Context: an optimization exercise on an open-source flow, tuned for small area and a short achievable clock period. The choices shown serve that exercise and are no tape-out recipe. In this exercise RTL edits were held to simulation tests only and were not proved equivalent to the original.

## flow/design.v (module list and top-level ports; edited modules follow where they fit)
// module nfp_add_single: 793 lines
// module nfp_mul_single: 283 lines
// module bmul24x24: 986 lines
// module bmul34x24: 1356 lines
// module smul23x20: 724 lines
// module tanh_p1: 1035 lines
// module tanh_p2: 367 lines
// module RNN_MAC: 47 lines
// module RNN_Activation: 35 lines
// module RNN_Node: 41 lines
module RNN_Node
          (clk,
           reset,
           clk_enable,
           W,
           h_t_1,
           U,
           x_t,
           V,
           ce_out,
           y_t,
           h_t);
  // ...
==> flow/run.sh <==
#!/bin/bash
# synth_recipe.tcl (not shown) runs the flow's synth.tcl, then flattens the netlist and writes it again
# the make line also repeats each setting of config.mk as NAME=value (left out here)
make -C /OpenROAD-flow-scripts/flow DESIGN_CONFIG=/design/flow/config.mk WORK_HOME=/design/flow/orfs CLKGATE_MAP_FILE= SYNTH_SCRIPT=/design/flow/synth_recipe.tcl finish
==> flow/config.mk <==
export PLATFORM = sky130hd
export DESIGN_NAME = RNN_Node
export DESIGN_NICKNAME = RNN_Node
export VERILOG_FILES = /design/flow/design.v
export SDC_FILE = /design/flow/constraint.sdc
export NUM_CORES = 4
export LEC_CHECK = 0
export ABC_AREA = 1
export CAP_MARGIN = 20
export CORE_MARGIN = 2
export CORE_UTILIZATION = 40
export SLEW_MARGIN = 20
==> flow/constraint.sdc <==
create_clock -name core_clock -period 360.0 [get_ports {clk}]
set_input_delay 72.0000 -clock core_clock [delete_from_list [all_inputs] [get_ports {clk}]]
set_output_delay 72.0000 -clock core_clock [all_outputs]
set_load 0.01 [all_outputs]
==> summary.txt, run 1 <==
Timing
  – Setup tns final: 0 ns
  – Slew @ Worst Pin: 1.219 ns
  – RSZ-0062 raised after global routing: no

GRT
  – Met1 usage: 39.83%
  – Initial antenna violation count: 38

Layout
  – Number of nets in the layout: 33750
  – Final core occ: 42.05%
  – Largest cell class: multi-input gates
  – Multi-input combinational area share: 80.75%
  – Non-clock inverter count: 4672
  – Non-clk bufs: 683

Worst setup path
  – R2R depth: 686
  – Reg2reg setup slack: 230.53 ns
  – Critical path type: input pin to output port

Yosys
  – Synth Area in Simple Gates: 22.82%
  – Distinct cells, synth: 112
  – Synthesis Warnings: 2

Placement
  – DP Area: 209500 µm²
  – # port buffers: 227

CTS
  – Clock Sinks: 291

Run status
  – Outcome: complete, no violations

Job
  – Max cap viols: 0

Routing
  – Wl on met1: 335.6 mm
==> module tanh_p2, before the edit <==
module tanh_p2 (c_in, c_out);
  input  [189:0] c_in;
  output [31:0] c_out;
  wire [7:0] Add2_out1_12;
  wire [7:0] Add3_out1;
  wire BitSlice1_out1_15;
  wire BitSlice2_out1_2;
  wire [22:0] BitSlice3_out1;
  wire BitSlice_out1_17;
  wire [24:0] Bit_Concat_out1_24;
  wire [24:0] Bit_Concat_out1_25;
  wire Bit_Slice_out1_1;
  wire [23:0] Bit_Slice_out1_16;
  wire [23:0] Bit_Slice_out1_17;
  wire Bit_Slice_out1_3;
  wire [22:0] C_out1_1;
  wire [7:0] Constant1_out1_1;
  wire [7:0] Constant1_out1_2;
  wire [22:0] Constant1_out1_3;
  wire [7:0] Constant_out1_10;
  wire [7:0] DTC_out1;
  wire signed [36:0] Data_Type_Conversion1_out1_1;
  wire [7:0] Exp_cast_1_like_Exp_out1;
  wire Logical_Operator1_out1_13;
  wire Logical_Operator1_out1_14;
  wire Logical_Operator2_out1_12;
  wire Logical_Operator_out1;
  wire Logical_Operator_out1_1;
  wire [31:0] Mant_tmp_cast_2_like_Man_1;
  wire [31:0] Mant_tmp_cast_2_like_Man_2;
  wire [31:0] Mant_tmp_cast_2_like_Man_add_temp;
  wire [24:0] Mant_tmp_cast_2_like_Man_out1;
  wire [23:0] Switch1_out1_13;
  wire [7:0] Switch1_out1_14;
  wire [7:0] Switch1_out1_15;
  wire [22:0] Switch1_out1_16;
  wire [7:0] Switch_out1_16;
  wire [7:0] Switch_out1_17;
  wire [7:0] aExponent;
  wire aExponent_cfType_Exponent_I_1_out1;
  wire aExponent_cfType_Exponent_I_2_out1;
  wire aExponent_cfType_Exponent_I_out1;
  wire [22:0] aMantissa;
  wire aMantissa_0_out1;
  wire aSign;
  wire alpha0_out1;
  wire alpha127_6_out1;
  wire [7:0] alpha127_out1;
  wire alphabitget_Mant_tmp_1_0_out1;
  wire alphabitget_Mant_tmp_2_0_out1;
  wire [7:0] cast_1_like_Exp_out1;
  wire [24:0] cast_2_like_Mant_tmp_out1;
  wire [7:0] exp_1_out1;
  wire [22:0] if_aExponent_cfType_Exponent_1_out1;
  wire [7:0] if_aExponent_cfType_Exponent_out1;
  wire [24:0] if_bitget_Mant_tmp_1_0_out1;
  wire [22:0] if_bitget_Mant_tmp_Mant_tmp_Wor_1_out1;
  wire [7:0] if_bitget_Mant_tmp_Mant_tmp_Wor_out1;
  wire [7:0] if_sticky_3_out1;
  wire [31:0] nfp_in;
  wire [31:0] nfp_out;
  wire [31:0] nfp_out_pack;
  wire [36:0] srt_a15;
  wire [36:0] srt_a16;
  wire [36:0] srt_a17;
  wire [36:0] srt_a18;
  wire [36:0] srt_a19;
  wire [36:0] srt_a20;
  wire [36:0] srt_a21;
  wire [36:0] srt_a22;
  wire [36:0] srt_a23;
  wire [36:0] srt_a24;
  wire [36:0] srt_b15;
  wire [36:0] srt_b16;
  wire [36:0] srt_b17;
  wire [36:0] srt_b18;
  wire [36:0] srt_b19;
  wire [36:0] srt_b20;
  wire [36:0] srt_b21;
  wire [36:0] srt_b22;
  wire [36:0] srt_b23;
  wire [36:0] srt_b24;
  wire [36:0] srt_c15;
  wire [36:0] srt_c16;
  wire [36:0] srt_c17;
  wire [36:0] srt_c18;
  wire [36:0] srt_c19;
  wire [36:0] srt_c20;
  wire [36:0] srt_c21;
  wire [36:0] srt_c22;
  wire [36:0] srt_c23;
  wire [36:0] srt_c24;
  wire [36:0] srt_k15;
  wire [36:0] srt_k16;
  wire [36:0] srt_k17;
  wire [36:0] srt_k18;
  wire [36:0] srt_k19;
  wire [36:0] srt_k20;
  wire [36:0] srt_k21;
  wire [36:0] srt_k22;
  wire [36:0] srt_k23;
  wire [36:0] srt_k24;
  wire [23:0] srt_m14;
  wire [23:0] srt_m15;
  wire [23:0] srt_m16;
  wire [23:0] srt_m17;
  wire [23:0] srt_m18;
  wire [23:0] srt_m19;
  wire [23:0] srt_m20;
  wire [23:0] srt_m21;
  wire [23:0] srt_m22;
  wire [23:0] srt_m23;
  wire [23:0] srt_m24;
  wire [23:0] srt_p14;
  wire [23:0] srt_p15;
  wire [23:0] srt_p16;
  wire [23:0] srt_p17;
  wire [23:0] srt_p18;
  wire [23:0] srt_p19;
  wire [23:0] srt_p20;
  wire [23:0] srt_p21;
  wire [23:0] srt_p22;
  wire [23:0] srt_p23;
  wire [23:0] srt_p24;
  wire [23:0] srt_q;
  wire srt_qm15;
  wire srt_qm16;
  wire srt_qm17;
  wire srt_qm18;
  wire srt_qm19;
  wire srt_qm20;
  wire srt_qm21;
  wire srt_qm22;
  wire srt_qm23;
  wire srt_qm24;
  wire srt_qp15;
  wire srt_qp16;
  wire srt_qp17;
  wire srt_qp18;
  wire srt_qp19;
  wire srt_qp20;
  wire srt_qp21;
  wire srt_qp22;
  wire srt_qp23;
  wire srt_qp24;
  wire [36:0] srt_r;
  wire [36:0] srt_rr;
  wire [36:0] srt_s15;
  wire [36:0] srt_s16;
  wire [36:0] srt_s17;
  wire [36:0] srt_s18;
  wire [36:0] srt_s19;
  wire [36:0] srt_s20;
  wire [36:0] srt_s21;
  wire [36:0] srt_s22;
  wire [36:0] srt_s23;
  wire [36:0] srt_s24;
  wire [36:0] srt_x15;
  wire [36:0] srt_x16;
  wire [36:0] srt_x17;
  wire [36:0] srt_x18;
  wire [36:0] srt_x19;
  wire [36:0] srt_x20;
  wire [36:0] srt_x21;
  wire [36:0] srt_x22;
  wire [36:0] srt_x23;
  wire [36:0] srt_x24;
  wire [3:0] srt_y15;
  wire [3:0] srt_y16;
  wire [3:0] srt_y17;
  wire [3:0] srt_y18;
  wire [3:0] srt_y19;
  wire [3:0] srt_y20;
  wire [3:0] srt_y21;
  wire [3:0] srt_y22;
  wire [3:0] srt_y23;
  wire [3:0] srt_y24;
  wire [36:0] srt_z;
  assign srt_rr = c_in[36:0];
  assign srt_p14 = c_in[60:37];
  assign srt_m14 = c_in[84:61];
  assign nfp_in = c_in[116:85];
  assign alpha127_6_out1 = c_in[117:117];
  assign Logical_Operator_out1_1 = c_in[118:118];
  assign Data_Type_Conversion1_out1_1 = c_in[155:119];
  assign DTC_out1 = c_in[163:156];
  assign Bit_Slice_out1_3 = c_in[164:164];
  assign Bit_Slice_out1_17 = c_in[188:165];
  assign Bit_Slice_out1_1 = c_in[189:189];
  assign aSign = nfp_in[31];
  assign aExponent = nfp_in[30:23];
  assign aMantissa = nfp_in[22:0];
  assign aExponent_cfType_Exponent_I_1_out1 = aExponent < 8'b01110011;
  assign aExponent_cfType_Exponent_I_2_out1 = aExponent > 8'b10000010;
  assign Logical_Operator_out1 = aExponent_cfType_Exponent_I_1_out1 | aExponent_cfType_Exponent_I_2_out1;
  assign alpha0_out1 = 1'b0;
  assign Bit_Concat_out1_24 = {1'b1, srt_q};
  assign Bit_Slice_out1_16 = Bit_Concat_out1_24[23:0];
  assign Switch1_out1_13 = (alpha127_6_out1 == 1'b0 ? Bit_Slice_out1_16 :
              Bit_Slice_out1_17);
  assign Bit_Concat_out1_25 = {alpha0_out1, Switch1_out1_13};
  assign BitSlice1_out1_15 = Bit_Concat_out1_25[1];
  assign BitSlice_out1_17 = Bit_Concat_out1_25[0];
  assign Logical_Operator1_out1_13 = Logical_Operator_out1_1 | alpha127_6_out1;
  assign alphabitget_Mant_tmp_2_0_out1 = BitSlice1_out1_15 | Logical_Operator1_out1_13;
  assign alphabitget_Mant_tmp_1_0_out1 = BitSlice_out1_17 & alphabitget_Mant_tmp_2_0_out1;
  assign cast_2_like_Mant_tmp_out1 = 25'b0000000000000000000000010;
  assign Mant_tmp_cast_2_like_Man_1 = {7'b0, Bit_Concat_out1_25};
  assign Mant_tmp_cast_2_like_Man_2 = {7'b0, cast_2_like_Mant_tmp_out1};
  assign Mant_tmp_cast_2_like_Man_add_temp = Mant_tmp_cast_2_like_Man_1 + Mant_tmp_cast_2_like_Man_2;
  assign Mant_tmp_cast_2_like_Man_out1 = Mant_tmp_cast_2_like_Man_add_temp[24:0];
  assign if_bitget_Mant_tmp_1_0_out1 = (alphabitget_Mant_tmp_1_0_out1 == 1'b0 ? Bit_Concat_out1_25 :
              Mant_tmp_cast_2_like_Man_out1);
  assign BitSlice2_out1_2 = if_bitget_Mant_tmp_1_0_out1[24];
  assign alpha127_out1 = 8'b01111111;
  assign if_sticky_3_out1 = (alpha127_6_out1 == 1'b0 ? alpha127_out1 :
              aExponent);
  assign Add3_out1 = if_sticky_3_out1 - DTC_out1;
  assign Constant1_out1_1 = 8'b00000001;
  assign Add2_out1_12 = Constant1_out1_1 + if_sticky_3_out1;
  assign Switch1_out1_14 = (Bit_Slice_out1_1 == 1'b0 ? Add3_out1 :
              Add2_out1_12);
  assign Constant1_out1_2 = 8'b00000001;
  assign exp_1_out1 = Switch1_out1_14 - Constant1_out1_2;
  assign Switch1_out1_15 = (Bit_Slice_out1_3 == 1'b0 ? Switch1_out1_14 :
              exp_1_out1);
  assign Switch_out1_16 = (alpha127_6_out1 == 1'b0 ? Switch1_out1_15 :
              Switch1_out1_14);
  assign cast_1_like_Exp_out1 = 8'b00000001;
  assign Exp_cast_1_like_Exp_out1 = Switch_out1_16 + cast_1_like_Exp_out1;
  assign if_bitget_Mant_tmp_Mant_tmp_Wor_out1 = (BitSlice2_out1_2 == 1'b0 ? Switch_out1_16 :
              Exp_cast_1_like_Exp_out1);
  assign aExponent_cfType_Exponent_I_out1 = aExponent == 8'b11111111;
  assign aMantissa_0_out1 = aMantissa != 23'b00000000000000000000000;
  assign Logical_Operator2_out1_12 = aExponent_cfType_Exponent_I_out1 & aMantissa_0_out1;
  assign Logical_Operator1_out1_14 = Logical_Operator2_out1_12 | aExponent_cfType_Exponent_I_1_out1;
  assign Constant_out1_10 = 8'b01111111;
  assign Switch_out1_17 = (Logical_Operator1_out1_14 == 1'b0 ? Constant_out1_10 :
              aExponent);
  assign if_aExponent_cfType_Exponent_out1 = (Logical_Operator_out1 == 1'b0 ? if_bitget_Mant_tmp_Mant_tmp_Wor_out1 :
              Switch_out1_17);
  assign BitSlice3_out1 = if_bitget_Mant_tmp_1_0_out1[23:1];
  assign C_out1_1 = 23'b00000000000000000000000;
  assign if_bitget_Mant_tmp_Mant_tmp_Wor_1_out1 = (BitSlice2_out1_2 == 1'b0 ? BitSlice3_out1 :
              C_out1_1);
  assign Constant1_out1_3 = 23'b00000000000000000000000;
  assign Switch1_out1_16 = (Logical_Operator1_out1_14 == 1'b0 ? Constant1_out1_3 :
              aMantissa);
  assign if_aExponent_cfType_Exponent_1_out1 = (Logical_Operator_out1 == 1'b0 ? if_bitget_Mant_tmp_Mant_tmp_Wor_1_out1 :
              Switch1_out1_16);
  assign nfp_out_pack = {aSign, if_aExponent_cfType_Exponent_out1, if_aExponent_cfType_Exponent_1_out1};
  assign nfp_out = nfp_out_pack;
  assign srt_z = 37'b0;
  assign srt_y15 = srt_rr[35:32] + srt_z[35:32];
  assign srt_qp15 = ~srt_y15[3];
  assign srt_qm15 = srt_y15[3] & ~(srt_y15 == 4'b1111);
  assign srt_x15 = ({37{srt_qp15}} & Data_Type_Conversion1_out1_1) | ({37{srt_qm15}} & ~Data_Type_Conversion1_out1_1);
  assign srt_a15 = {srt_rr[35:0], 1'b0};
  assign srt_b15 = {srt_z[35:0], 1'b0};
  assign srt_s15 = srt_a15 ^ srt_b15 ^ srt_x15;
  assign srt_k15 = (srt_a15 & srt_b15) | (srt_x15 & (srt_a15 ^ srt_b15));
  assign srt_c15 = {srt_k15[35:0], srt_qm15};
  assign srt_p15 = srt_p14 | {14'b0, srt_qp15, 9'b0};
  assign srt_m15 = srt_m14 | {14'b0, srt_qm15, 9'b0};
  assign srt_y16 = srt_s15[35:32] + srt_c15[35:32];
  assign srt_qp16 = ~srt_y16[3];
  assign srt_qm16 = srt_y16[3] & ~(srt_y16 == 4'b1111);
  assign srt_x16 = ({37{srt_qp16}} & Data_Type_Conversion1_out1_1) | ({37{srt_qm16}} & ~Data_Type_Conversion1_out1_1);
  assign srt_a16 = {srt_s15[35:0], 1'b0};
  assign srt_b16 = {srt_c15[35:0], 1'b0};
  assign srt_s16 = srt_a16 ^ srt_b16 ^ srt_x16;
  assign srt_k16 = (srt_a16 & srt_b16) | (srt_x16 & (srt_a16 ^ srt_b16));
  assign srt_c16 = {srt_k16[35:0], srt_qm16};
  assign srt_p16 = srt_p15 | {15'b0, srt_qp16, 8'b0};
  assign srt_m16 = srt_m15 | {15'b0, srt_qm16, 8'b0};
  assign srt_y17 = srt_s16[35:32] + srt_c16[35:32];
  assign srt_qp17 = ~srt_y17[3];
  assign srt_qm17 = srt_y17[3] & ~(srt_y17 == 4'b1111);
  assign srt_x17 = ({37{srt_qp17}} & Data_Type_Conversion1_out1_1) | ({37{srt_qm17}} & ~Data_Type_Conversion1_out1_1);
  assign srt_a17 = {srt_s16[35:0], 1'b0};
  assign srt_b17 = {srt_c16[35:0], 1'b0};
  assign srt_s17 = srt_a17 ^ srt_b17 ^ srt_x17;
  assign srt_k17 = (srt_a17 & srt_b17) | (srt_x17 & (srt_a17 ^ srt_b17));
  assign srt_c17 = {srt_k17[35:0], srt_qm17};
  assign srt_p17 = srt_p16 | {16'b0, srt_qp17, 7'b0};
  assign srt_m17 = srt_m16 | {16'b0, srt_qm17, 7'b0};
  assign srt_y18 = srt_s17[35:32] + srt_c17[35:32];
  assign srt_qp18 = ~srt_y18[3];
  assign srt_qm18 = srt_y18[3] & ~(srt_y18 == 4'b1111);
  assign srt_x18 = ({37{srt_qp18}} & Data_Type_Conversion1_out1_1) | ({37{srt_qm18}} & ~Data_Type_Conversion1_out1_1);
  assign srt_a18 = {srt_s17[35:0], 1'b0};
  assign srt_b18 = {srt_c17[35:0], 1'b0};
  assign srt_s18 = srt_a18 ^ srt_b18 ^ srt_x18;
  assign srt_k18 = (srt_a18 & srt_b18) | (srt_x18 & (srt_a18 ^ srt_b18));
  assign srt_c18 = {srt_k18[35:0], srt_qm18};
  assign srt_p18 = srt_p17 | {17'b0, srt_qp18, 6'b0};
  assign srt_m18 = srt_m17 | {17'b0, srt_qm18, 6'b0};
  assign srt_y19 = srt_s18[35:32] + srt_c18[35:32];
  assign srt_qp19 = ~srt_y19[3];
  assign srt_qm19 = srt_y19[3] & ~(srt_y19 == 4'b1111);
  assign srt_x19 = ({37{srt_qp19}} & Data_Type_Conversion1_out1_1) | ({37{srt_qm19}} & ~Data_Type_Conversion1_out1_1);
  assign srt_a19 = {srt_s18[35:0], 1'b0};
  assign srt_b19 = {srt_c18[35:0], 1'b0};
  assign srt_s19 = srt_a19 ^ srt_b19 ^ srt_x19;
  assign srt_k19 = (srt_a19 & srt_b19) | (srt_x19 & (srt_a19 ^ srt_b19));
  assign srt_c19 = {srt_k19[35:0], srt_qm19};
  assign srt_p19 = srt_p18 | {18'b0, srt_qp19, 5'b0};
  assign srt_m19 = srt_m18 | {18'b0, srt_qm19, 5'b0};
  assign srt_y20 = srt_s19[35:32] + srt_c19[35:32];
  assign srt_qp20 = ~srt_y20[3];
  assign srt_qm20 = srt_y20[3] & ~(srt_y20 == 4'b1111);
  assign srt_x20 = ({37{srt_qp20}} & Data_Type_Conversion1_out1_1) | ({37{srt_qm20}} & ~Data_Type_Conversion1_out1_1);
  assign srt_a20 = {srt_s19[35:0], 1'b0};
  assign srt_b20 = {srt_c19[35:0], 1'b0};
  assign srt_s20 = srt_a20 ^ srt_b20 ^ srt_x20;
  assign srt_k20 = (srt_a20 & srt_b20) | (srt_x20 & (srt_a20 ^ srt_b20));
  assign srt_c20 = {srt_k20[35:0], srt_qm20};
  assign srt_p20 = srt_p19 | {19'b0, srt_qp20, 4'b0};
  assign srt_m20 = srt_m19 | {19'b0, srt_qm20, 4'b0};
  assign srt_y21 = srt_s20[35:32] + srt_c20[35:32];
  assign srt_qp21 = ~srt_y21[3];
  assign srt_qm21 = srt_y21[3] & ~(srt_y21 == 4'b1111);
  assign srt_x21 = ({37{srt_qp21}} & Data_Type_Conversion1_out1_1) | ({37{srt_qm21}} & ~Data_Type_Conversion1_out1_1);
  assign srt_a21 = {srt_s20[35:0], 1'b0};
  assign srt_b21 = {srt_c20[35:0], 1'b0};
  assign srt_s21 = srt_a21 ^ srt_b21 ^ srt_x21;
  assign srt_k21 = (srt_a21 & srt_b21) | (srt_x21 & (srt_a21 ^ srt_b21));
  assign srt_c21 = {srt_k21[35:0], srt_qm21};
  assign srt_p21 = srt_p20 | {20'b0, srt_qp21, 3'b0};
  assign srt_m21 = srt_m20 | {20'b0, srt_qm21, 3'b0};
  assign srt_y22 = srt_s21[35:32] + srt_c21[35:32];
  assign srt_qp22 = ~srt_y22[3];
  assign srt_qm22 = srt_y22[3] & ~(srt_y22 == 4'b1111);
  assign srt_x22 = ({37{srt_qp22}} & Data_Type_Conversion1_out1_1) | ({37{srt_qm22}} & ~Data_Type_Conversion1_out1_1);
  assign srt_a22 = {srt_s21[35:0], 1'b0};
  assign srt_b22 = {srt_c21[35:0], 1'b0};
  assign srt_s22 = srt_a22 ^ srt_b22 ^ srt_x22;
  assign srt_k22 = (srt_a22 & srt_b22) | (srt_x22 & (srt_a22 ^ srt_b22));
  assign srt_c22 = {srt_k22[35:0], srt_qm22};
  assign srt_p22 = srt_p21 | {21'b0, srt_qp22, 2'b0};
  assign srt_m22 = srt_m21 | {21'b0, srt_qm22, 2'b0};
  assign srt_y23 = srt_s22[35:32] + srt_c22[35:32];
  assign srt_qp23 = ~srt_y23[3];
  assign srt_qm23 = srt_y23[3] & ~(srt_y23 == 4'b1111);
  assign srt_x23 = ({37{srt_qp23}} & Data_Type_Conversion1_out1_1) | ({37{srt_qm23}} & ~Data_Type_Conversion1_out1_1);
  assign srt_a23 = {srt_s22[35:0], 1'b0};
  assign srt_b23 = {srt_c22[35:0], 1'b0};
  assign srt_s23 = srt_a23 ^ srt_b23 ^ srt_x23;
  assign srt_k23 = (srt_a23 & srt_b23) | (srt_x23 & (srt_a23 ^ srt_b23));
  assign srt_c23 = {srt_k23[35:0], srt_qm23};
  assign srt_p23 = srt_p22 | {22'b0, srt_qp23, 1'b0};
  assign srt_m23 = srt_m22 | {22'b0, srt_qm23, 1'b0};
  assign srt_y24 = srt_s23[35:32] + srt_c23[35:32];
  assign srt_qp24 = ~srt_y24[3];
  assign srt_qm24 = srt_y24[3] & ~(srt_y24 == 4'b1111);
  assign srt_x24 = ({37{srt_qp24}} & Data_Type_Conversion1_out1_1) | ({37{srt_qm24}} & ~Data_Type_Conversion1_out1_1);
  assign srt_a24 = {srt_s23[35:0], 1'b0};
  assign srt_b24 = {srt_c23[35:0], 1'b0};
  assign srt_s24 = srt_a24 ^ srt_b24 ^ srt_x24;
  assign srt_k24 = (srt_a24 & srt_b24) | (srt_x24 & (srt_a24 ^ srt_b24));
  assign srt_c24 = {srt_k24[35:0], srt_qm24};
  assign srt_p24 = srt_p23 | {23'b0, srt_qp24};
  assign srt_m24 = srt_m23 | {23'b0, srt_qm24};
  assign srt_r = srt_s24 + srt_c24;
  assign srt_q = srt_p24 + ~srt_m24 + {23'b0, ~srt_r[36]};
  assign c_out[31:0] = nfp_out;
endmodule
==> module RNN_Activation, before the edit <==
module RNN_Activation
          (clk,
           reset,
           clk_enable,
           t_in,
           V,
           y_t,
           h_t);
  input   clk;
  input   reset;
  input   clk_enable;
  input   [31:0] t_in;
  input   [31:0] V;   
  output  [31:0] y_t;   
  output  [31:0] h_t;   
  reg [189:0] t_mid;
  reg [31:0] V_r;   
  wire [189:0] t_mid_next;
  tanh_p1 u_tanh_1 (.c_in(t_in), .c_out(t_mid_next));
  always @(posedge clk or posedge reset)
    begin : mid_process
      if (reset == 1'b1) begin
        t_mid <= 190'h1fffffe01effffffffa00000000000001fff8001ffff0001;
        V_r <= 32'h00000000;
      end
      else begin
        if (clk_enable) begin
          t_mid <= t_mid_next;
          V_r <= V;
        end
      end
    end
  tanh_p2 u_tanh_2 (.c_in(t_mid), .c_out(h_t));
  nfp_add_single u_add_V (.nfp_in1(h_t), .nfp_in2(V_r), .nfp_out(y_t));
endmodule   
==> inputs of run 2 (changes only) <==
--- a/flow/design.v
+++ b/flow/design.v
@@ -2055,17 +2055,27 @@
   wire w973 = w800 ^ w882 ^ w883;
   wire w974 = (w800 & w882) | (w883 & (w800 ^ w882));
   wire w975 = w376 ^ w884 ^ w885;
   wire w976 = (w376 & w884) | (w885 & (w376 ^ w884));
   wire w977 = w350 ^ w377 ^ w886;
   wire w978 = (w350 & w377) | (w886 & (w350 ^ w377));
   wire [47:0] r0 = {w976, w974, w972, w970, w968, w966, w964, w962, w960, w958, w956, w954, w952, w950, w948, w946, w944, w942, w940, w938, w936, w934, w932, w930, w928, w926, w924, w922, w920, w918, w916, w914, w912, w910, w908, w906, w904, w902, w900, w898, w896, w894, w892, w890, w888, w34, w5, w4};
   wire [47:0] r1 = {w977, w975, w973, w971, w969, w967, w965, w963, w961, w959, w957, w955, w953, w951, w949, w947, w945, w943, w941, w939, w937, w935, w933, w931, w929, w927, w925, w923, w921, w919, w917, w915, w913, w911, w909, w907, w905, w903, w901, w899, w897, w895, w893, w891, w889, w887, 1'b0, w3};
-  assign p = r0 + r1;
+  wire [24:0] rc;
+  assign rc[0] = 1'b0;
+  genvar gi;
+  generate for (gi = 0; gi < 24; gi = gi + 1) begin : rca
+    assign p[gi] = r0[gi] ^ r1[gi] ^ rc[gi];
+    if (gi < 23) begin : c
+      assign rc[gi+1] = (r0[gi] & r1[gi]) | (rc[gi] & (r0[gi] ^ r1[gi]));
+    end
+  end endgenerate
+  wire hc = (r0[23] & r1[23]) | (rc[23] & (r0[23] ^ r1[23]));
+  assign p[47:24] = r0[47:24] + r1[47:24] + hc;
 endmodule
 module bmul34x24 (a, b, p);
   input  [33:0] a;
   input  [23:0] b;
   output [57:0] p;
   wire w1 = b[0] ^ 1'b0;
   wire w2 = (b[1] & ~b[0] & ~1'b0) | (~b[1] & b[0] & 1'b0);
   wire w3 = b[1] & ~(b[0] & 1'b0);
@@ -4140,17 +4150,17 @@
   wire w716 = 1'b1 & w281;
   wire [42:0] r0 = {w282, w714, w712, w710, w708, w706, w704, w702, w700, w698, w696, w694, w692, w690, w688, w686, w684, w682, w680, w678, w676, w674, w672, w670, w668, w666, w664, w662, w660, w658, w656, w654, w652, w650, w648, w646, w644, w642, w640, w638, w33, w5, w4};
   wire [42:0] r1 = {w716, w715, w713, w711, w709, w707, w705, w703, w701, w699, w697, w695, w693, w691, w689, w687, w685, w683, w681, w679, w677, w675, w673, w671, w669, w667, w665, w663, w661, w659, w657, w655, w653, w651, w649, w647, w645, w643, w641, w639, w637, 1'b0, w3};
   assign p = r0 + r1;
 endmodule
 `timescale 1 ns / 1 ns
 module tanh_p1 (c_in, c_out);
   input  [31:0] c_in;
-  output [189:0] c_out;
+  output [135:0] c_out;
   wire signed [35:0] Add1_out1;
   wire signed [35:0] Add_out1;
   wire [33:0] BitSlice1_out1;
   wire BitSlice1_out1_1;
   wire BitSlice1_out1_10;
   wire BitSlice1_out1_11;
   wire BitSlice1_out1_12;
   wire BitSlice1_out1_13;
@@ -4221,23 +4231,25 @@
   wire [22:0] Bit_Slice_out1;
   wire Bit_Slice_out1_1;
   wire [23:0] Bit_Slice_out1_17;
   wire Bit_Slice_out1_2;
   wire Bit_Slice_out1_3;
   wire signed [3:0] C1_out1;
   wire signed [3:0] C_out1;
   wire signed [14:0] Constant1_out1;
+  wire [22:0] Constant1_out1_3;
   wire [13:0] Constant2_out1;
   wire signed [35:0] Constant2_out1_1;
   wire signed [35:0] Constant3_out1;
   wire [1:0] Constant3_out1_1;
   wire [9:0] Constant4_out1;
   wire Constant5_out1;
   wire Constant_out1_1;
+  wire [7:0] Constant_out1_10;
   wire [1:0] Constant_out1_2;
   wire [2:0] Constant_out1_3;
   wire [3:0] Constant_out1_4;
   wire [4:0] Constant_out1_5;
   wire [5:0] Constant_out1_6;
   wire [6:0] Constant_out1_7;
   wire [4:0] Constant_out1_8;
   wire signed [14:0] Constant_out1_9;
@@ -4278,18 +4290,21 @@
   wire signed [34:0] Log2Table_int32_4_out1;
   wire signed [34:0] Log2Table_int32_5_out1;
   wire signed [34:0] Log2Table_int32_6_out1;
   wire signed [34:0] Log2Table_int32_7_out1;
   wire signed [34:0] Log2Table_int32_8_out1;
   wire signed [34:0] Log2Table_int32_9_out1;
   wire [33:0] Log2_E_out1;
   wire Logical_Operator1_out1;
+  wire Logical_Operator1_out1_14;
+  wire Logical_Operator2_out1_12;
   wire Logical_Operator3_out1;
   wire Logical_Operator4_out1;
+  wire Logical_Operator_out1;
   wire Logical_Operator_out1_1;
   wire Logical_Operator_out1_2;
   wire signed [36:0] R_mant_b_norm1_out1;
   wire signed [36:0] R_mant_b_norm_out1;
   wire signed [35:0] Shift_Arithmetic1_out1;
   wire [38:0] Shift_Arithmetic_out1;
   wire signed [35:0] Shift_Arithmetic_out1_1;
   wire signed [7:0] Start_1_out1;
@@ -4297,35 +4312,42 @@
   wire signed [7:0] Start_3_out1;
   wire signed [7:0] Start_4_out1;
   wire signed [7:0] Start_5_out1;
   wire signed [7:0] Start_6_out1;
   wire signed [7:0] Start_7_out1;
   wire signed [7:0] Start_out1;
   wire signed [35:0] Switch1_out1;
   wire signed [7:0] Switch1_out1_1;
+  wire [22:0] Switch1_out1_16;
   wire signed [35:0] Switch2_out1;
   wire signed [7:0] Switch2_out1_1;
   wire signed [19:0] Switch3_out1;
   wire signed [35:0] Switch4_out1;
   wire signed [22:0] Switch4_out1_1;
   wire signed [7:0] Switch4_out1_2;
   wire signed [7:0] Switch5_out1;
   wire signed [7:0] Switch6_out1;
   wire signed [7:0] Switch7_out1;
   wire [33:0] Switch_out1;
   wire signed [14:0] Switch_out1_1;
+  wire [7:0] Switch_out1_17;
   wire signed [7:0] Switch_out1_2;
   wire signed [35:0] Switch_out1_3;
   wire signed [36:0] Switch_out1_4;
   wire signed [36:0] Unary_Minus_cast;
   wire signed [36:0] Unary_Minus_cast_1;
   wire signed [35:0] Unary_Minus_out1;
   wire [7:0] aExponent;
+  wire aExponent_cfType_Exponent_I_1_out1;
+  wire aExponent_cfType_Exponent_I_2_out1;
+  wire aExponent_cfType_Exponent_I_out1;
   wire [22:0] aMantissa;
+  wire aMantissa_0_out1;
+  wire aSign;
   wire signed [19:0] alpha0_33333_out1;
   wire signed [19:0] alpha0_693147182464600_out1;
   wire [1:0] alpha0_out1_1;
   wire [2:0] alpha0_out1_2;
   wire [7:0] alpha127_1_out1;
   wire alpha127_6_out1;
   wire [7:0] alpha127_exp_tmp_out1;
   wire [7:0] alpha1_out1;
@@ -4560,16 +4582,17 @@
   wire srt_qp3;
   wire srt_qp4;
   wire srt_qp5;
   wire srt_qp6;
   wire srt_qp7;
   wire srt_qp8;
   wire srt_qp9;
   wire [36:0] srt_rr;
+  wire [36:0] srt_rrm;
   wire [36:0] srt_s0;
   wire [36:0] srt_s1;
   wire [36:0] srt_s10;
   wire [36:0] srt_s11;
   wire [36:0] srt_s12;
   wire [36:0] srt_s13;
   wire [36:0] srt_s14;
   wire [36:0] srt_s2;
@@ -4625,18 +4648,22 @@
   wire signed [34:0] w_Log2MinusTable_int32_2_out1_5;
   wire signed [34:0] w_Log2MinusTable_int32_2_out1_6;
   wire signed [34:0] w_Log2MinusTable_int32_2_out1_7;
   wire signed [34:0] w_Log2MinusTable_int32_2_out1_8;
   wire signed [34:0] w_Log2MinusTable_int32_2_out1_9;
   wire signed [34:0] w_Log2Table_1_out1;
   wire signed [35:0] y_tmp3_out1;
   assign nfp_in = c_in[31:0];
+  assign aSign = nfp_in[31];
   assign aExponent = nfp_in[30:23];
   assign aMantissa = nfp_in[22:0];
+  assign aExponent_cfType_Exponent_I_1_out1 = aExponent < 8'b01110011;
+  assign aExponent_cfType_Exponent_I_2_out1 = aExponent > 8'b10000010;
+  assign Logical_Operator_out1 = aExponent_cfType_Exponent_I_1_out1 | aExponent_cfType_Exponent_I_2_out1;
   assign alpha127_6_out1 = aExponent < 8'b01111001;
   assign Constant3_out1 = 36'sh200000000;
   assign Constant3_out1_1 = 2'b00;
   assign Constant_out1_1 = 1'b1;
   assign Bit_Concat_out1 = {Constant_out1_1, aMantissa};
   assign reinterpretcast_mant_cor_nume_out1 = Bit_Concat_out1;
   assign Constant4_out1 = 10'b0000000000;
   assign Bit_Concat2_out1 = {Constant3_out1_1, reinterpretcast_mant_cor_nume_out1, Constant4_out1};
@@ -4999,16 +5026,26 @@
   assign Data_Type_Conversion1_out1_1 = Bit_Concat1_out1_3;
   assign R_mant_b_norm_out1 = Data_Type_Conversion_out1_3 + Data_Type_Conversion1_out1_1;
   assign Bit_Slice_out1_3 = R_mant_b_norm_out1[36];
   assign Bit_Shift_out1_2 = Data_Type_Conversion_out1_3 <<< 8'd1;
   assign R_mant_b_norm1_out1 = Bit_Shift_out1_2 + Data_Type_Conversion1_out1_1;
   assign Switch_out1_4 = (Bit_Slice_out1_3 == 1'b0 ? R_mant_b_norm_out1 :
               R_mant_b_norm1_out1);
   assign Bit_Slice_out1_17 = Switch_out1_3[32:9];
+  assign aExponent_cfType_Exponent_I_out1 = aExponent == 8'b11111111;
+  assign aMantissa_0_out1 = aMantissa != 23'b00000000000000000000000;
+  assign Logical_Operator2_out1_12 = aExponent_cfType_Exponent_I_out1 & aMantissa_0_out1;
+  assign Logical_Operator1_out1_14 = Logical_Operator2_out1_12 | aExponent_cfType_Exponent_I_1_out1;
+  assign Constant_out1_10 = 8'b01111111;
+  assign Switch_out1_17 = (Logical_Operator1_out1_14 == 1'b0 ? Constant_out1_10 :
+              aExponent);
+  assign Constant1_out1_3 = 23'b00000000000000000000000;
+  assign Switch1_out1_16 = (Logical_Operator1_out1_14 == 1'b0 ? Constant1_out1_3 :
+              aMantissa);
   assign srt_s0 = Switch_out1_4;
   assign srt_c0 = 37'b0;
   assign srt_p0 = 24'b0;
   assign srt_m0 = 24'b0;
   assign srt_y1 = srt_s0[35:32] + srt_c0[35:32];
   assign srt_qp1 = ~srt_y1[3];
   assign srt_qm1 = srt_y1[3] & ~(srt_y1 == 4'b1111);
   assign srt_x1 = ({37{srt_qp1}} & Data_Type_Conversion1_out1_1) | ({37{srt_qm1}} & ~Data_Type_Conversion1_out1_1);
@@ -5158,91 +5195,82 @@
   assign srt_a14 = {srt_s13[35:0], 1'b0};
   assign srt_b14 = {srt_c13[35:0], 1'b0};
   assign srt_s14 = srt_a14 ^ srt_b14 ^ srt_x14;
   assign srt_k14 = (srt_a14 & srt_b14) | (srt_x14 & (srt_a14 ^ srt_b14));
   assign srt_c14 = {srt_k14[35:0], srt_qm14};
   assign srt_p14 = srt_p13 | {13'b0, srt_qp14, 10'b0};
   assign srt_m14 = srt_m13 | {13'b0, srt_qm14, 10'b0};
   assign srt_rr = srt_s14 + srt_c14;
+  assign srt_rrm = Logical_Operator_out1 ? {6'b0, Switch_out1_17, Switch1_out1_16} : (alpha127_6_out1 ? {5'b0, aExponent, Bit_Slice_out1_17} : srt_rr);
   bmul34x24 u_mul_log2e (.a(Switch_out1), .b(reinterpretcast_mant_cor_nume_out1), .p(tmp1_1_66096404753625392914_mul_temp));
   smul23x20 u_mul_c (.a(Switch4_out1_1), .b(Switch3_out1), .p(tmp1_0_69314717873930931_mul_temp));
   smul23x20 u_mul_y (.a(tmp1_0_69314717873930931_out1), .b(Data_Type_Conversion1_out1), .p(tmp2_y_mul_temp));
-  assign c_out[36:0] = srt_rr;
+  assign c_out[36:0] = srt_rrm;
   assign c_out[60:37] = srt_p14;
   assign c_out[84:61] = srt_m14;
-  assign c_out[116:85] = nfp_in;
-  assign c_out[117:117] = alpha127_6_out1;
-  assign c_out[118:118] = Logical_Operator_out1_1;
-  assign c_out[155:119] = Data_Type_Conversion1_out1_1;
-  assign c_out[163:156] = DTC_out1;
-  assign c_out[164:164] = Bit_Slice_out1_3;
-  assign c_out[188:165] = Bit_Slice_out1_17;
-  assign c_out[189:189] = Bit_Slice_out1_1;
+  assign c_out[85:85] = alpha127_6_out1;
+  assign c_out[86:86] = aSign;
+  assign c_out[87:87] = Logical_Operator_out1_1;
+  assign c_out[88:88] = Logical_Operator_out1;
+  assign c_out[125:89] = Data_Type_Conversion1_out1_1;
+  assign c_out[133:126] = DTC_out1;
+  assign c_out[134:134] = Bit_Slice_out1_3;
+  assign c_out[135:135] = Bit_Slice_out1_1;
 endmodule
 module tanh_p2 (c_in, c_out);
-  input  [189:0] c_in;
+  input  [135:0] c_in;
   output [31:0] c_out;
   wire [7:0] Add2_out1_12;
   wire [7:0] Add3_out1;
   wire BitSlice1_out1_15;
   wire BitSlice2_out1_2;
   wire [22:0] BitSlice3_out1;
   wire BitSlice_out1_17;
   wire [24:0] Bit_Concat_out1_24;
   wire [24:0] Bit_Concat_out1_25;
   wire Bit_Slice_out1_1;
   wire [23:0] Bit_Slice_out1_16;
-  wire [23:0] Bit_Slice_out1_17;
   wire Bit_Slice_out1_3;
   wire [22:0] C_out1_1;
   wire [7:0] Constant1_out1_1;
   wire [7:0] Constant1_out1_2;
-  wire [22:0] Constant1_out1_3;
-  wire [7:0] Constant_out1_10;
   wire [7:0] DTC_out1;
   wire signed [36:0] Data_Type_Conversion1_out1_1;
   wire [7:0] Exp_cast_1_like_Exp_out1;
   wire Logical_Operator1_out1_13;
-  wire Logical_Operator1_out1_14;
-  wire Logical_Operator2_out1_12;
   wire Logical_Operator_out1;
   wire Logical_Operator_out1_1;
   wire [31:0] Mant_tmp_cast_2_like_Man_1;
   wire [31:0] Mant_tmp_cast_2_like_Man_2;
   wire [31:0] Mant_tmp_cast_2_like_Man_add_temp;
   wire [24:0] Mant_tmp_cast_2_like_Man_out1;
   wire [23:0] Switch1_out1_13;
   wire [7:0] Switch1_out1_14;
   wire [7:0] Switch1_out1_15;
-  wire [22:0] Switch1_out1_16;
   wire [7:0] Switch_out1_16;
-  wire [7:0] Switch_out1_17;
-  wire [7:0] aExponent;
-  wire aExponent_cfType_Exponent_I_1_out1;
-  wire aExponent_cfType_Exponent_I_2_out1;
-  wire aExponent_cfType_Exponent_I_out1;
-  wire [22:0] aMantissa;
-  wire aMantissa_0_out1;
   wire aSign;
   wire alpha0_out1;
   wire alpha127_6_out1;
   wire [7:0] alpha127_out1;
   wire alphabitget_Mant_tmp_1_0_out1;
   wire alphabitget_Mant_tmp_2_0_out1;
   wire [7:0] cast_1_like_Exp_out1;
   wire [24:0] cast_2_like_Mant_tmp_out1;
   wire [7:0] exp_1_out1;
   wire [22:0] if_aExponent_cfType_Exponent_1_out1;
   wire [7:0] if_aExponent_cfType_Exponent_out1;
   wire [24:0] if_bitget_Mant_tmp_1_0_out1;
   wire [22:0] if_bitget_Mant_tmp_Mant_tmp_Wor_1_out1;
   wire [7:0] if_bitget_Mant_tmp_Mant_tmp_Wor_out1;
   wire [7:0] if_sticky_3_out1;
-  wire [31:0] nfp_in;
+  wire [7:0] mg_aexp;
+  wire [23:0] mg_bs17;
+  wire [7:0] mg_sexp;
+  wire [22:0] mg_smant;
   wire [31:0] nfp_out;
   wire [31:0] nfp_out_pack;
   wire [36:0] srt_a15;
   wire [36:0] srt_a16;
   wire [36:0] srt_a17;
   wire [36:0] srt_a18;
   wire [36:0] srt_a19;
   wire [36:0] srt_a20;
@@ -5319,17 +5347,17 @@
   wire srt_qp18;
   wire srt_qp19;
   wire srt_qp20;
   wire srt_qp21;
   wire srt_qp22;
   wire srt_qp23;
   wire srt_qp24;
   wire [36:0] srt_r;
-  wire [36:0] srt_rr;
+  wire [36:0] srt_rrm;
   wire [36:0] srt_s15;
   wire [36:0] srt_s16;
   wire [36:0] srt_s17;
   wire [36:0] srt_s18;
   wire [36:0] srt_s19;
   wire [36:0] srt_s20;
   wire [36:0] srt_s21;
   wire [36:0] srt_s22;
@@ -5351,96 +5379,84 @@
   wire [3:0] srt_y18;
   wire [3:0] srt_y19;
   wire [3:0] srt_y20;
   wire [3:0] srt_y21;
   wire [3:0] srt_y22;
   wire [3:0] srt_y23;
   wire [3:0] srt_y24;
   wire [36:0] srt_z;
-  assign srt_rr = c_in[36:0];
+  assign srt_rrm = c_in[36:0];
   assign srt_p14 = c_in[60:37];
   assign srt_m14 = c_in[84:61];
-  assign nfp_in = c_in[116:85];
-  assign alpha127_6_out1 = c_in[117:117];
-  assign Logical_Operator_out1_1 = c_in[118:118];
-  assign Data_Type_Conversion1_out1_1 = c_in[155:119];
-  assign DTC_out1 = c_in[163:156];
-  assign Bit_Slice_out1_3 = c_in[164:164];
-  assign Bit_Slice_out1_17 = c_in[188:165];
-  assign Bit_Slice_out1_1 = c_in[189:189];
-  assign aSign = nfp_in[31];
-  assign aExponent = nfp_in[30:23];
-  assign aMantissa = nfp_in[22:0];
-  assign aExponent_cfType_Exponent_I_1_out1 = aExponent < 8'b01110011;
-  assign aExponent_cfType_Exponent_I_2_out1 = aExponent > 8'b10000010;
-  assign Logical_Operator_out1 = aExponent_cfType_Exponent_I_1_out1 | aExponent_cfType_Exponent_I_2_out1;
+  assign alpha127_6_out1 = c_in[85:85];
+  assign aSign = c_in[86:86];
+  assign Logical_Operator_out1_1 = c_in[87:87];
+  assign Logical_Operator_out1 = c_in[88:88];
+  assign Data_Type_Conversion1_out1_1 = c_in[125:89];
+  assign DTC_out1 = c_in[133:126];
+  assign Bit_Slice_out1_3 = c_in[134:134];
+  assign Bit_Slice_out1_1 = c_in[135:135];
   assign alpha0_out1 = 1'b0;
   assign Bit_Concat_out1_24 = {1'b1, srt_q};
   assign Bit_Slice_out1_16 = Bit_Concat_out1_24[23:0];
   assign Switch1_out1_13 = (alpha127_6_out1 == 1'b0 ? Bit_Slice_out1_16 :
-              Bit_Slice_out1_17);
+              mg_bs17);
   assign Bit_Concat_out1_25 = {alpha0_out1, Switch1_out1_13};
   assign BitSlice1_out1_15 = Bit_Concat_out1_25[1];
   assign BitSlice_out1_17 = Bit_Concat_out1_25[0];
   assign Logical_Operator1_out1_13 = Logical_Operator_out1_1 | alpha127_6_out1;
   assign alphabitget_Mant_tmp_2_0_out1 = BitSlice1_out1_15 | Logical_Operator1_out1_13;
   assign alphabitget_Mant_tmp_1_0_out1 = BitSlice_out1_17 & alphabitget_Mant_tmp_2_0_out1;
   assign cast_2_like_Mant_tmp_out1 = 25'b0000000000000000000000010;
   assign Mant_tmp_cast_2_like_Man_1 = {7'b0, Bit_Concat_out1_25};
   assign Mant_tmp_cast_2_like_Man_2 = {7'b0, cast_2_like_Mant_tmp_out1};
   assign Mant_tmp_cast_2_like_Man_add_temp = Mant_tmp_cast_2_like_Man_1 + Mant_tmp_cast_2_like_Man_2;
   assign Mant_tmp_cast_2_like_Man_out1 = Mant_tmp_cast_2_like_Man_add_temp[24:0];
   assign if_bitget_Mant_tmp_1_0_out1 = (alphabitget_Mant_tmp_1_0_out1 == 1'b0 ? Bit_Concat_out1_25 :
               Mant_tmp_cast_2_like_Man_out1);
   assign BitSlice2_out1_2 = if_bitget_Mant_tmp_1_0_out1[24];
   assign alpha127_out1 = 8'b01111111;
   assign if_sticky_3_out1 = (alpha127_6_out1 == 1'b0 ? alpha127_out1 :
-              aExponent);
+              mg_aexp);
   assign Add3_out1 = if_sticky_3_out1 - DTC_out1;
   assign Constant1_out1_1 = 8'b00000001;
   assign Add2_out1_12 = Constant1_out1_1 + if_sticky_3_out1;
   assign Switch1_out1_14 = (Bit_Slice_out1_1 == 1'b0 ? Add3_out1 :
               Add2_out1_12);
   assign Constant1_out1_2 = 8'b00000001;
   assign exp_1_out1 = Switch1_out1_14 - Constant1_out1_2;
   assign Switch1_out1_15 = (Bit_Slice_out1_3 == 1'b0 ? Switch1_out1_14 :
               exp_1_out1);
   assign Switch_out1_16 = (alpha127_6_out1 == 1'b0 ? Switch1_out1_15 :
               Switch1_out1_14);
   assign cast_1_like_Exp_out1 = 8'b00000001;
   assign Exp_cast_1_like_Exp_out1 = Switch_out1_16 + cast_1_like_Exp_out1;
   assign if_bitget_Mant_tmp_Mant_tmp_Wor_out1 = (BitSlice2_out1_2 == 1'b0 ? Switch_out1_16 :
               Exp_cast_1_like_Exp_out1);
-  assign aExponent_cfType_Exponent_I_out1 = aExponent == 8'b11111111;
-  assign aMantissa_0_out1 = aMantissa != 23'b00000000000000000000000;
-  assign Logical_Operator2_out1_12 = aExponent_cfType_Exponent_I_out1 & aMantissa_0_out1;
-  assign Logical_Operator1_out1_14 = Logical_Operator2_out1_12 | aExponent_cfType_Exponent_I_1_out1;
-  assign Constant_out1_10 = 8'b01111111;
-  assign Switch_out1_17 = (Logical_Operator1_out1_14 == 1'b0 ? Constant_out1_10 :
-              aExponent);
   assign if_aExponent_cfType_Exponent_out1 = (Logical_Operator_out1 == 1'b0 ? if_bitget_Mant_tmp_Mant_tmp_Wor_out1 :
-              Switch_out1_17);
+              mg_sexp);
   assign BitSlice3_out1 = if_bitget_Mant_tmp_1_0_out1[23:1];
   assign C_out1_1 = 23'b00000000000000000000000;
   assign if_bitget_Mant_tmp_Mant_tmp_Wor_1_out1 = (BitSlice2_out1_2 == 1'b0 ? BitSlice3_out1 :
               C_out1_1);
-  assign Constant1_out1_3 = 23'b00000000000000000000000;
-  assign Switch1_out1_16 = (Logical_Operator1_out1_14 == 1'b0 ? Constant1_out1_3 :
-              aMantissa);
   assign if_aExponent_cfType_Exponent_1_out1 = (Logical_Operator_out1 == 1'b0 ? if_bitget_Mant_tmp_Mant_tmp_Wor_1_out1 :
-              Switch1_out1_16);
+              mg_smant);
   assign nfp_out_pack = {aSign, if_aExponent_cfType_Exponent_out1, if_aExponent_cfType_Exponent_1_out1};
   assign nfp_out = nfp_out_pack;
   assign srt_z = 37'b0;
-  assign srt_y15 = srt_rr[35:32] + srt_z[35:32];
+  assign mg_bs17 = srt_rrm[23:0];
+  assign mg_aexp = srt_rrm[31:24];
+  assign mg_sexp = srt_rrm[30:23];
+  assign mg_smant = srt_rrm[22:0];
+  assign srt_y15 = srt_rrm[35:32] + srt_z[35:32];
   assign srt_qp15 = ~srt_y15[3];
   assign srt_qm15 = srt_y15[3] & ~(srt_y15 == 4'b1111);
   assign srt_x15 = ({37{srt_qp15}} & Data_Type_Conversion1_out1_1) | ({37{srt_qm15}} & ~Data_Type_Conversion1_out1_1);
-  assign srt_a15 = {srt_rr[35:0], 1'b0};
+  assign srt_a15 = {srt_rrm[35:0], 1'b0};
   assign srt_b15 = {srt_z[35:0], 1'b0};
   assign srt_s15 = srt_a15 ^ srt_b15 ^ srt_x15;
   assign srt_k15 = (srt_a15 & srt_b15) | (srt_x15 & (srt_a15 ^ srt_b15));
   assign srt_c15 = {srt_k15[35:0], srt_qm15};
   assign srt_p15 = srt_p14 | {14'b0, srt_qp15, 9'b0};
   assign srt_m15 = srt_m14 | {14'b0, srt_qm15, 9'b0};
   assign srt_y16 = srt_s15[35:32] + srt_c15[35:32];
   assign srt_qp16 = ~srt_y16[3];
@@ -5604,24 +5620,24 @@
            h_t);
   input   clk;
   input   reset;
   input   clk_enable;
   input   [31:0] t_in;
   input   [31:0] V;   
   output  [31:0] y_t;   
   output  [31:0] h_t;   
-  reg [189:0] t_mid;
+  reg [135:0] t_mid;
   reg [31:0] V_r;   
-  wire [189:0] t_mid_next;
+  wire [135:0] t_mid_next;
   tanh_p1 u_tanh_1 (.c_in(t_in), .c_out(t_mid_next));
   always @(posedge clk or posedge reset)
     begin : mid_process
       if (reset == 1'b1) begin
-        t_mid <= 190'h1fffffe01effffffffa00000000000001fff8001ffff0001;
+        t_mid <= 136'h007bffffffff2000001fff800000000000;
         V_r <= 32'h00000000;
       end
       else begin
         if (clk_enable) begin
           t_mid <= t_mid_next;
           V_r <= V;
         end
       end
==> run 2 against run 1 <==
Against the previous run:
- final cell count decreased by 1.3%
- clock-buffer cell count down 6
- register-to-register slack got worse by 4.4 ns
- non-clock buffer count up 97
- critical endpoint unchanged
- largest cell class unchanged
==> summary.txt, run 2 <==
Floorplan
  – # IOs: 228
  – # rows: 258
  – Chip width: 707.3 µm
  – Die Ht: 707.3 µm
  – Die area: 500300 µm²
  – Core box area: 493300 µm²
  – Initial Util: 40.11%

Yosys
  – Top post-synthesis cells by count: 6262 x nand2_1, 4486 x inv_1, 2821 x o21ai_0, 2164 x xor2_1, 2022 x fa_1
  – Post-synth top area share: 20.46%
  – Synth Register Bits: 237
  – Count leader, synth: nand2_1
  – Mean Syn Cell Area: 6.575 µm²
  – Post-synth ARST share: 100.0%
  – Synth Flop Type: dfrtp_1
  – Top cells by area, synth: fa_1 20%, nand2_1 12%, ha_1 11%
  – Post-synth top area cell: fa_1
  – Number of enable flip-flop cells after synthesis: 0
  – Post-synthesis sequential area ratio: 3.030%
  – Synth Instances: 30090
  – Synthesis Warnings: 2 (unchanged)
  – Distinct cells, synth: 99 (-12%)
  – Synthesized cell area: 197900 µm²

Worst setup path
  – Req. time, crit path: 288.00 ns
  – CP delay by family, top: buffers and inverters
  – R2r startpoint: u_RNN_MAC.t_in[24]$_DFFE_PP0P_
  – R2R depth: 743 (+8.3%)
  – WP depth: 2
  – Worst Path Max Fanout: 99
  – CP startpoint: clk_enable
  – Critical-path top delay cell: clkdlybuf4s50_1
  – Nature of the critical path endpoint: output port
  – Arrival @ worst endpoint: 73.22 ns
  – CP peak stage delay: 0.67 ns
  – Critical path startpoint category: input pin
  – Sequence of cells on the critical path: clkbuf_8 > clkdlybuf4s50_1
  – Critical path type: input pin to output port
  – Crit path buffers/inverters: 2

Timing
  – Fin. Hold Viols: 0
  – Slew @ Worst Pin: 1.175 ns (-0.04330 ns)
  – # setup viols final: 0
  – Slew headroom: 20.81%
  – RSZ-0062 raised after global routing: no
  – Minimum clock period: 145.22 ns
  – Setup tns final: 0 ns (unchanged)
  – Final-report max-slew violation count: 0
  – Worst clock skew: 0.06710 ns
  – Fmax: 0.006886 GHz
  – Fin crit share: 40.34%

Placement
  – # port buffers: 227 (unchanged)
  – Gp weighted congestion: 0.9935
  – Placed wire-length estimate: 609.6 mm
  – DP Area: 206600 µm² (-1.4%)

Layout
  – Largest Register: u_RNN_Activation.t_mid
  – Fin area: 207900 µm²
  – Layout cell share with drive strength beyond 1: 4.365%
  – Most common cell after layout, fill and taps aside: nand2_1
  – Layout area overhead: 5.086%
  – Commonest cells after routing, fill and taps aside: 6257 x nand2_1, 4482 x inv_1, 2804 x o21ai_0
  – Largest register FFs: 109
  – Number of nets in the layout: 33460 (-0.85%)

GRT
  – Vias in the first global route: 195100
  – First-pass GRT wire length: 1165 mm
  – Total grt overflow: 0
  – Initial antenna violation count: 19 (-50%)
  – Largest net degree at the start of global routing: 115
  – Total GRT Usage: 29.50%

Job
  – Max cap viols: 0 (unchanged)

Routing
  – Post-detailed-routing wire length: 758.3 mm
  – Routed wire per std cell: 21.04 µm
  – Iter 0 DRT Violations: 19170
  – Via density: 5.621
  – ANT nets after route: 0
  – Vias: 202600
  – DRC violation count after routing: 0
  – DRT Pass-1 Iters: 8

CTS
  – Htree depth: 2
  – Clk Tree Root Cell: clkbuf_16
  – Post-CTS Setup Repair Bufs: 0
  – Cts hold-fix bufs: 0
  – Clock Tree Buf Depth: 3
  – Clock-pin slew on the worst setup and hold paths: 0.06 ns
  – Num CTS Buffers: 35
  – Post_cts resized: 0
  – TritonCTS clock tree: yes
  – Clock Sinks: 237 (-19%)
  – Worst skew pair latency: 0.69 ns

Hold path
  – Min-delay src: u_RNN_Activation.t_mid[76]$_DFFE_PP0P_
  – Worst hold path depth: 2
  – Hold Crit Class: register to register

Run status
  – Outcome: complete, no violations
run 2: logic make-up (layout without fill, tap and decap cells):
group                      after synthesis  after routing  share of synthesized area, %
and+or+nand+nor                      10590          10590                         22.44
AOI/OAI and AO/OA                     6743           6743                         19.06
buffers and inverters                 6079           5516                         12.00
adders and majority gates             3795           3795                         31.67
xor gates and xnor gates              2575           2575                         11.43
DFF                                    237            237                         3.030
muxes                                   71             71                        0.3611
other                                    1             13                      0.001895
run 2: per-layer routing:
metal	wire, µm	vias up	global-route usage [%]
li1	-	96890	-
met1	337200	96080	41.36
met2	321900	8184	45.33
met3	68950	1420	5.538
met4	30190	12	9.947
met5	98	-	0
run 2: layout make-up:
class	instances	area [µm²]
Sequential cell	237	5998
Timing Repair Buffer	780	6505
Inverter	4672	17560
Clock buffer	42	912.1
Clock inverter	22	267.8
Tap cell	6500	8133
Multi-Input combinational cell	23780	168500
Antenna cell	11	27.53
Fill cell	52550	285300
run 2: path summary, 6_finish.rpt:
check,to,slack [ns]
worst max-delay path,ce_out,214.78
worst max register to register,u_RNN_Activation.t_mid[35]$_DFFE_PP0P_,226.16
max in group asynchronous,u_RNN_Activation.t_mid[128]$_DFFE_PP0P_,286.29
worst min register to register,u_RNN_Activation.t_mid[76]$_DFFE_PP0P_,0.48
worst min-delay path,u_RNN_Activation.t_mid[76]$_DFFE_PP0P_,0.48
min in group asynchronous,u_RNN_Activation.t_mid[87]$_DFFE_PP0P_,71.79
run 2: per-stage QoR:
| stage | setup slack, ns | std cells | hold WS [ns] | utilization [%] |
|---|---|---|---|---|
| final | 214.78 | 36040 | 0.4839 | 42.16 |
| after global routing | 213.08 | 36030 | 0.5144 | 42.15 |
| after CTS | 214.76 | 36030 | 0.4892 | 42.12 |
| after detailed placement | 214.77 | 35960 | 0.4747 | 41.88 |
| after global placement | 214.76 | 35960 | 0.4676 | 41.88 |
| after floorplan | 215.88 | 30100 | 0.4492 | - |

-- static timing again, ports no longer ideal --
No port has a modelled driver above. Below, the same layouts with a new extraction and two added sets of constraints. Step 1, drivers: a clkbuf_16 drives clk and a buf_2 each remaining input, both assumed. Step 2 also shifts input and output timing later by t, the mid clock arrival at the registers, as if the neighbouring blocks saw the same clock. Slacks: ideal ports / drivers / drivers and shift; pairs: ideal ports / drivers.
run | t (ns) | slack for setup (ns) | worst setup path at the end | clock arrival spread, ns | worst data-port slew with drivers (ns)
run 1 | 0.824 | 214.932 / 214.879 / 214.879 | input to output | 0.065 / 0.065 | 0.24
run 2 | 0.744 | 214.783 / 214.745 / 214.745 | input to output | 0.067 / 0.067 | 0.06
After both steps setup and hold are still met in every run listed. For run 1, which loses most, drivers alone change the setup slack by -0.053 ns; drivers and shift together by -0.053 ns.
